This design comes from an exercise in tuning for small area on the open sky130 flow, not from production work. Power and IR drop assume default switching activity.

## wip/tundra
==> flow/design.v <==
module clockdivider(input logic clock,
                    input logic reset,
                    output logic pe);
always @(posedge clock)
	pe <= ~(pe | reset);
endmodule
module clock_divider_1Hz (input logic clock,
                          input logic reset,
                          output logic tick,
                          output logic tick2);
reg [16:0] c;
reg [6:0] k;    
assign tick = ~c[0] & c[1] & ~c[3] & c[4] & ~c[5] & c[6] & c[7] & ~c[8] & c[9] &
              c[10] & ~c[11] & ~c[12] & c[13] & ~c[14] & c[16];
assign tick2 = tick & k[6] & k[5] & k[1] & k[0];    
wire [7:0] kc;
wire [6:0] kn;
assign kc[0] = tick;
genvar i;
for (i = 0; i < 7; i = i + 1) begin : gk
	assign kn[i] = (k[i] ^ kc[i]) & ~(tick2 | reset);
	assign kc[i+1] = k[i] & kc[i];
end
always @(posedge clock or posedge reset)
begin
	if (reset)
		c <= 17'h04DA4;
	else
		c <= {c[15:3], c[2] & ~tick, c[1:0], c[16] ^ c[2]};
end
always @(posedge clock)
	k <= kn;
endmodule
module fsm_snes (input clk,
                 input reset,
                 input strobe,
                 input data,
                 output [11:0] cs,            
                 output blank_cs,
                 output snes_latch,
                 output snes_clk);
reg [8:0] d;
reg [5:0] hc;
reg [14:0] sr;
reg dbit;
reg blank_r;
assign cs = sr[11:0];
assign blank_cs = blank_r;
wire idle = hc[5] & hc[1];                                     
wire go = idle & strobe;
wire term = d[0] & ~d[1] & d[2] & ~d[4] & ~d[5] & ~d[7] & d[8];  
wire f = term | (idle & ~strobe);                               
assign snes_latch = ~(hc[5] | hc[4] | hc[3] | hc[2] | hc[1]);   
assign snes_clk = ~(hc[0] & ~hc[5] & (hc[4] | hc[3] | hc[2] | hc[1]));  
wire [6:0] hcc;
wire [5:0] hcn;
assign hcc[0] = term;
genvar i;
for (i = 0; i < 6; i = i + 1) begin : gh
	assign hcn[i] = hc[i] ^ hcc[i];
	assign hcc[i+1] = hc[i] & hcc[i];
end
always @(posedge clk or posedge reset)
begin
	if (reset)
	begin
		d <= 9'h001;
		hc <= 6'd34;
	end
	else
	begin
		d <= {d[7:3], d[2] & ~f, d[1], d[0] & ~f, (d[8] ^ d[3]) | f};
		hc <= {hcn[5] & ~go, hcn[4:2], hcn[1] & ~go, hcn[0]};
	end
end
wire capture = term & snes_latch & hc[0];                       
wire load = term & hc[4] & hc[3] & hc[2] & hc[1] & hc[0];       
always @(posedge clk)
	if (capture)
		dbit <= data;
always @(posedge clk or posedge reset)
begin
	if (reset)
	begin
		sr <= 15'd0;
		blank_r <= 1'b1;
	end
	else if (load)
	begin
		sr <= {dbit, sr[14:1]};
		blank_r <= 1'b0;
	end
end
endmodule
module VGA (input logic clk,
            input logic pe,
            input logic reset,
            output logic hsync,
            output logic vsync,
            output logic blank,
            output logic active_next,    
            output logic [9:0] curr_x,
            output logic [8:0] curr_y);
reg [9:0] hq;
reg [9:0] v;
assign blank = hq[9] & hq[8];
wire h_wrap = hq[9] & ~hq[8] & hq[7];              
wire v_wrap = v[9] & v[3] & v[2] & v[0];            
assign hsync = ~(blank & (hq[7] | (hq[6] & hq[5] & hq[4])) & ~(hq[7] & hq[6] & (hq[5] | hq[4])));
assign vsync = ~(~v[9] & v[8] & v[7] & v[6] & v[5] & ~v[4] & v[3] & ~v[2] & v[1]);  
assign curr_x = hq;
assign curr_y = v[8:0];
wire hload = reset | (pe & h_wrap);                
wire vinc = pe & h_wrap;
wire vclr = reset | (pe & v_wrap);
wire [10:0] hc, vc;
wire [9:0] hn, vn;
assign hc[0] = pe;
assign vc[0] = vinc;
genvar i;
for (i = 0; i < 10; i = i + 1) begin : g
	assign hn[i] = hq[i] ^ hc[i];
	assign hc[i+1] = hq[i] & hc[i];
	assign vn[i] = (v[i] ^ vc[i]) & ~vclr;
	assign vc[i+1] = v[i] & vc[i];
end
wire [9:0] hqn = {hn[9] | hload, hn[8] | hload, hn[7] & ~hload, hn[6] | hload, hn[5] | hload,
                  hn[4:0] & {5{~hload}}};
assign active_next = ~(hqn[9] & hqn[8]) & ~(vn[9] | (vn[8] & vn[7] & vn[6] & vn[5]));
always @(posedge clk)
begin
	hq <= hqn;
	v <= vn;
end
endmodule
module updn #(parameter W = 4) (input logic [W-1:0] q,
                                input logic en,
                                input logic up_n,
                                input logic dn_n,
                                output logic [W-1:0] n);
wire [W:0] a;
assign a[0] = en & (up_n ^ dn_n);
genvar i;
for (i = 0; i < W; i = i + 1) begin : g
	assign a[i+1] = a[i] & ~(q[i] ^ dn_n);
	assign n[i] = q[i] ^ a[i];
end
endmodule
module sub_r #(parameter W = 10) (input logic [W-1:0] a,
                                  input logic [W-1:0] b,
                                  output logic [W-1:0] d);
wire [W:0] br;
assign br[0] = 1'b0;
genvar i;
for (i = 0; i < W; i = i + 1) begin : g
	assign d[i] = a[i] ^ b[i] ^ br[i];
	assign br[i+1] = (~a[i] & b[i]) | (~(a[i] ^ b[i]) & br[i]);
end
endmodule
module add_r #(parameter W = 10) (input logic [W-1:0] a,
                                  input logic [W-1:0] b,
                                  output logic [W-1:0] s);
wire [W:0] c;
assign c[0] = 1'b0;
genvar i;
for (i = 0; i < W; i = i + 1) begin : g
	assign s[i] = a[i] ^ b[i] ^ c[i];
	assign c[i+1] = (a[i] & b[i]) | ((a[i] ^ b[i]) & c[i]);
end
endmodule
module gt_r #(parameter W = 10) (input logic [W-1:0] a,
                                 input logic [W-1:0] b,
                                 output logic gt);
wire [W:0] g;
assign g[0] = 1'b0;
genvar i;
for (i = 0; i < W; i = i + 1) begin : gg
	assign g[i+1] = (a[i] & ~b[i]) | (~(a[i] ^ b[i]) & g[i]);
end
assign gt = g[W];
endmodule
module rgb_decoder (input logic clk,
                    input logic reset,
                    input logic [11:0] cs,         
                    input logic blank_cs,
                    input logic tick,
                    input logic tick2,
                    input logic blank,
                    input logic active_next,
                    input logic [9:0] curr_x,
                    input logic [8:0] curr_y,
                    output logic [3:0] r_out,
                    output logic [3:0] g_out,
                    output logic [3:0] b_out);
reg [9:0] x_pos;
reg [8:0] y_pos;
reg [7:0] size;
reg [3:0] rs, gs, bs;
wire [9:0] xn;
wire [8:0] yn;
wire [7:0] sn;
wire [3:0] rn, gn, bn;
wire t1 = tick & ~blank_cs;
wire t2 = tick2 & ~blank_cs;
updn #(10) ux (.q(x_pos), .en(t1), .up_n(cs[7]), .dn_n(cs[6]), .n(xn));
updn #(9)  uy (.q(y_pos), .en(t1), .up_n(cs[5]), .dn_n(cs[4]), .n(yn));
updn #(8)  us (.q(size), .en(t2), .up_n(cs[3]), .dn_n(cs[2]), .n(sn));
updn #(4)  ur (.q(rs), .en(t2), .up_n(cs[11]), .dn_n(cs[10]), .n(rn));
updn #(4)  ug (.q(gs), .en(t2), .up_n(cs[8]), .dn_n(cs[0]), .n(gn));
updn #(4)  ub (.q(bs), .en(t2), .up_n(cs[9]), .dn_n(cs[1]), .n(bn));
wire [9:0] xl, xr;
wire [8:0] yl, yr;
sub_r #(10) sxl (.a(xn), .b({2'd0, sn}), .d(xl));
add_r #(10) sxr (.a(xn), .b({2'd0, sn}), .s(xr));
sub_r #(9)  syl (.a(yn), .b({1'd0, sn}), .d(yl));
add_r #(9)  syr (.a(yn), .b({1'd0, sn}), .s(yr));
wire c_xl, c_xr, c_yl, c_yr;
gt_r #(10) cxl (.a(curr_x), .b(xl), .gt(c_xl));
gt_r #(10) cxr (.a(xr), .b(curr_x), .gt(c_xr));
gt_r #(9)  cyl (.a(curr_y), .b(yl), .gt(c_yl));
gt_r #(9)  cyr (.a(yr), .b(curr_y), .gt(c_yr));
wire xin = ~blank & active_next & c_xl & c_xr;
wire yin = c_yl & c_yr;
wire [11:0] pix;
vga_generator my_generator (
	.x_in (xin),
	.y_in (yin),
	.sprite ({rn, gn, bn}),
	.cur ({r_out, g_out, b_out}),
	.nxt (pix));
always @(posedge clk or posedge reset)
begin
	if (reset)
	begin
		x_pos <= 10'd512;
		y_pos <= 9'd256;
		size <= 8'd20;
		rs <= 4'hF;
		gs <= 4'hF;
		bs <= 4'hF;
		{r_out, g_out, b_out} <= 12'd0;
	end
	else
	begin
		x_pos <= xn;
		y_pos <= yn;
		size <= sn;
		rs <= rn;
		gs <= gn;
		bs <= bn;
		{r_out, g_out, b_out} <= pix;
	end
end
endmodule
module vga_generator(input logic x_in,
                     input logic y_in,
                     input logic [11:0] sprite,
                     input logic [11:0] cur,
                     output logic [11:0] nxt);
assign nxt = x_in ? (y_in ? sprite : cur) : 12'd0;
endmodule
module top_level(input logic clk,
                 input logic strobe,
                 input logic data,
                 input logic reset,
                 output logic snes_latch,
                 output logic snes_clk,
                 output logic v_sync,
                 output logic h_sync,
                 output logic [3:0] r,
                 output logic [3:0] g,
                 output logic [3:0] b);
wire [11:0] cs;
wire blank_cs;
wire pe, active_next, blank;
wire [9:0] curr_x;
wire [8:0] curr_y;
wire tick, tick2;
fsm_snes snes_decode (
	.clk (clk),
	.reset (reset),
	.strobe (strobe),
	.data (data),
	.cs (cs),
	.blank_cs (blank_cs),
	.snes_latch (snes_latch),
	.snes_clk (snes_clk));
clockdivider my_clk_div (
	.clock (clk),
	.reset (reset),
	.pe (pe));
VGA my_VGA (
	.clk (clk),
	.pe (pe),
	.reset (reset),
	.hsync (h_sync),
	.vsync (v_sync),
	.curr_x (curr_x),
	.curr_y (curr_y),
	.blank (blank),
	.active_next (active_next));
clock_divider_1Hz my_ticks (
	.clock (clk),
	.reset (reset),
	.tick (tick),
	.tick2 (tick2));
rgb_decoder my_decoder (
	.clk (clk),
	.reset (reset),
	.cs (cs),
	.blank_cs (blank_cs),
	.tick (tick),
	.tick2 (tick2),
	.blank (blank),
	.active_next (active_next),
	.curr_x (curr_x),
	.curr_y (curr_y),
	.r_out (r),
	.g_out (g),
	.b_out (b));
endmodule
clock: 10.0 ns
lec_check: 0
cap_margin: 20
core_margin: 2
core_utilization: 70
place_density: 0.8
slew_margin: 20
standard.sh (not shown) runs the stock make flow with config.mk's settings and CLKGATE_MAP_FILE= SYNTH_SCRIPT=/design/flow/synth_recipe.tcl, a recipe that flattens the netlist after the stock synthesis.
==> flow/flow/run.sh <==
#!/bin/bash
# The standard layout (standard.sh: standard synthesis, floorplan, placement,
# routing) with these changes:
#  - after the floorplan step, combinational cells get their smallest drive strength
#    (flow/downsize.tcl); placement and routing repair size up what needs it;
#  - clock tree: clkbuf_8 buffers only, and no dummy loads at the tree's leaves;
#  - port buffers: the smallest buffer cell.
# Each tool's output goes to a log file here.
set -euo pipefail
export CTS_ARGS="-sink_clustering_enable -repair_clock_nets -dont_use_dummy_load -buf_list sky130_fd_sc_hd__clkbuf_8"
export BUFFER_PORTS_ARGS="-buffer_cell sky130_fd_sc_hd__buf_1"
bash standard.sh floorplan > flow_make_floorplan.log 2>&1
export RES=orfs/results/$FLOW_PLATFORM/top_level/base
openroad -no_init -exit flow/downsize.tcl > flow_downsize.log 2>&1
bash standard.sh finish > flow_make_finish.log 2>&1
==> flow/flow/downsize.tcl <==
# Give every combinational cell of the synthesized netlist the smallest drive strength
# of its kind; the later repair steps size up whatever then needs more drive.
read_db $::env(RES)/2_floorplan.odb
set db [ord::get_db]
set n 0
foreach inst [[ord::get_db_block] getInsts] {
  set mn [[$inst getMaster] getName]
  if {![regexp {^(sky130_fd_sc_hd__[a-z0-9]+)_([0-9]+)$} $mn -> base drv]} { continue }
  if {[regexp {df|dl|clk|tap|fill|decap|conb|diode} $base]} { continue }
  foreach d {0 1 2} {
    if {$d >= $drv} { break }
    set m [$db findMaster ${base}_$d]
    if {$m ne "NULL" && $m ne ""} {
      if {[$inst swapMaster $m]} { incr n }
      break
    }
  }
}
puts "downsized $n cells"
write_db $::env(RES)/2_floorplan.odb
Looking at the reports, wip/tundra completed the entire flow and the layout it produced met the timing, design-rule and antenna checks.
The following lists how wip/harbor was set up differently from wip/tundra:
Settings: setting ABC_AREA to 1 for the first time.
--- a/flow/flow/run.sh
+++ b/flow/flow/run.sh
@@ -6 +6 @@
-#  - clock tree: clkbuf_8 buffers only, and no dummy loads at the tree's leaves;
+#  - clock tree: clkbuf_4 buffers only, and no dummy loads at the tree's leaves;
@@ -10 +10 @@
-export CTS_ARGS="-sink_clustering_enable -repair_clock_nets -dont_use_dummy_load -buf_list sky130_fd_sc_hd__clkbuf_8"
+export CTS_ARGS="-sink_clustering_enable -repair_clock_nets -dont_use_dummy_load -buf_list sky130_fd_sc_hd__clkbuf_4"
### Flow results
Delta (wip/harbor minus wip/tundra): final worst-path cycle share lost 0.45 points; worst slack on hold paths shows an increase of 0.026 ns.
When the final numbers for wip/tundra and wip/harbor were put side by side, the layout buffer count excluding clock buffers turned out to be smaller in wip/harbor.
Reg2reg setup slack ends up lower on wip/tundra.
wip/harbor vs. wip/tundra: number of instances in the synthesized netlist shows an increase of 27%, simple-gate share of the synthesized area went up 4.5 points.
Looking at violation count after the first detailed-route iteration, wip/harbor sits 45 above wip/tundra.
Initial standard-cell utilization of the core across wip/tundra and wip/harbor: no real change.
wip/harbor has worst setup slack above what wip/tundra had.
Measured against wip/tundra, the critical path depth of wip/harbor comes out at 1.13 times the reference value.
wip/harbor: layout multi-input combinational cell count is 15% higher than what wip/tundra reported.
## Diff of input files: wip/raven against wip/harbor
Settings: clearing ABC_AREA, which used to be 1.
### Flow results
Higher clock latency at the later pin of the worst-skew pair among wip/raven and wip/harbor: wip/harbor
Looking at critical path's slowest cell, the sky130_fd_sc_hd__dfstp_2 result is from wip/harbor; the sky130_fd_sc_hd__nand4_1 one comes from wip/raven.
Compared with wip/harbor, in wip/raven layout overhead on the synthesized area has increased; synthesized area has remained practically unchanged; core utilization has increased; synthesized cell count has decreased; total power after layout has increased.
wip/raven: pre-CTS setup slack is 0.071 ns lower than what wip/harbor reported.
A critical path endpoint of my_decoder.r_out[0]$_DFFE_PP0P_ is what wip/raven shows, while my_decoder.g_out[1]$_DFFE_PP0P_ belongs to wip/harbor.
Transition time of the tightest slew-check pin: wip/raven > wip/harbor
Here is what was changed in the inputs of wip/amber compared with wip/raven.
Settings: swapping 0.8 for 0.95 in PLACE_DENSITY; swapping 70 for 80 in CORE_UTILIZATION.
Results
- wip/amber — area overhead of the layout relative to synthesis 0.20 points lower, wip/raven as reference
- Compared to wip/raven, wip/amber has power 0.0077 mW higher.
- Diff wip/raven..wip/amber | part of the power in combinational logic | negligible
- Of wip/amber and wip/raven, the higher pin count of the biggest net entering global routing belongs to wip/amber.
- On logic depth of the worst register-to-register path, wip/amber and wip/raven are basically level.
- Between wip/amber and wip/raven, setup slack is lower for wip/amber, wip/raven comes in above that.
- On sequential share of layout area, wip/amber and wip/raven are basically level.
- Comparing wip/raven with wip/amber, the worst-skew pair later-pin latency came out essentially unchanged.
- The lower final period demand of the worst path of wip/amber and wip/raven is in wip/raven.
No run of this note included a check of the RTL's function; only the layout flow was run.

[separate check: timing with driven ports]
No port has a modelled driver above. Below, the same layouts with a new extraction and two added sets of constraints. Step 1 sets driving cells, clkbuf_16 on the clock port and buf_2 on the other inputs (assumed; they add their load-dependent delay and slew). Step 2 moves the port delays by t, midway between the first and last clock arrival at a register: inputs arrive t later, outputs are due t later. That takes back most of the time a late clock gives input paths. Three values: ideal, step 1, step 2; two values: the first two.
run	t (ns)	slack for setup (ns)	worst setup path after step 2	latest minus earliest clock arrival (ns)
wip/tundra	0.458	3.143 / 3.143 / 3.143	register to register	0.020 / 0.021
wip/harbor	0.557	3.188 / 3.188 / 3.188	register to register	0.034 / 0.035
wip/raven	0.544	3.163 / 3.163 / 3.163	register to register	0.031 / 0.031
wip/amber	0.520	2.838 / 2.838 / 2.838	register to register	0.051 / 0.051
After both steps setup and hold are still met in every run listed.
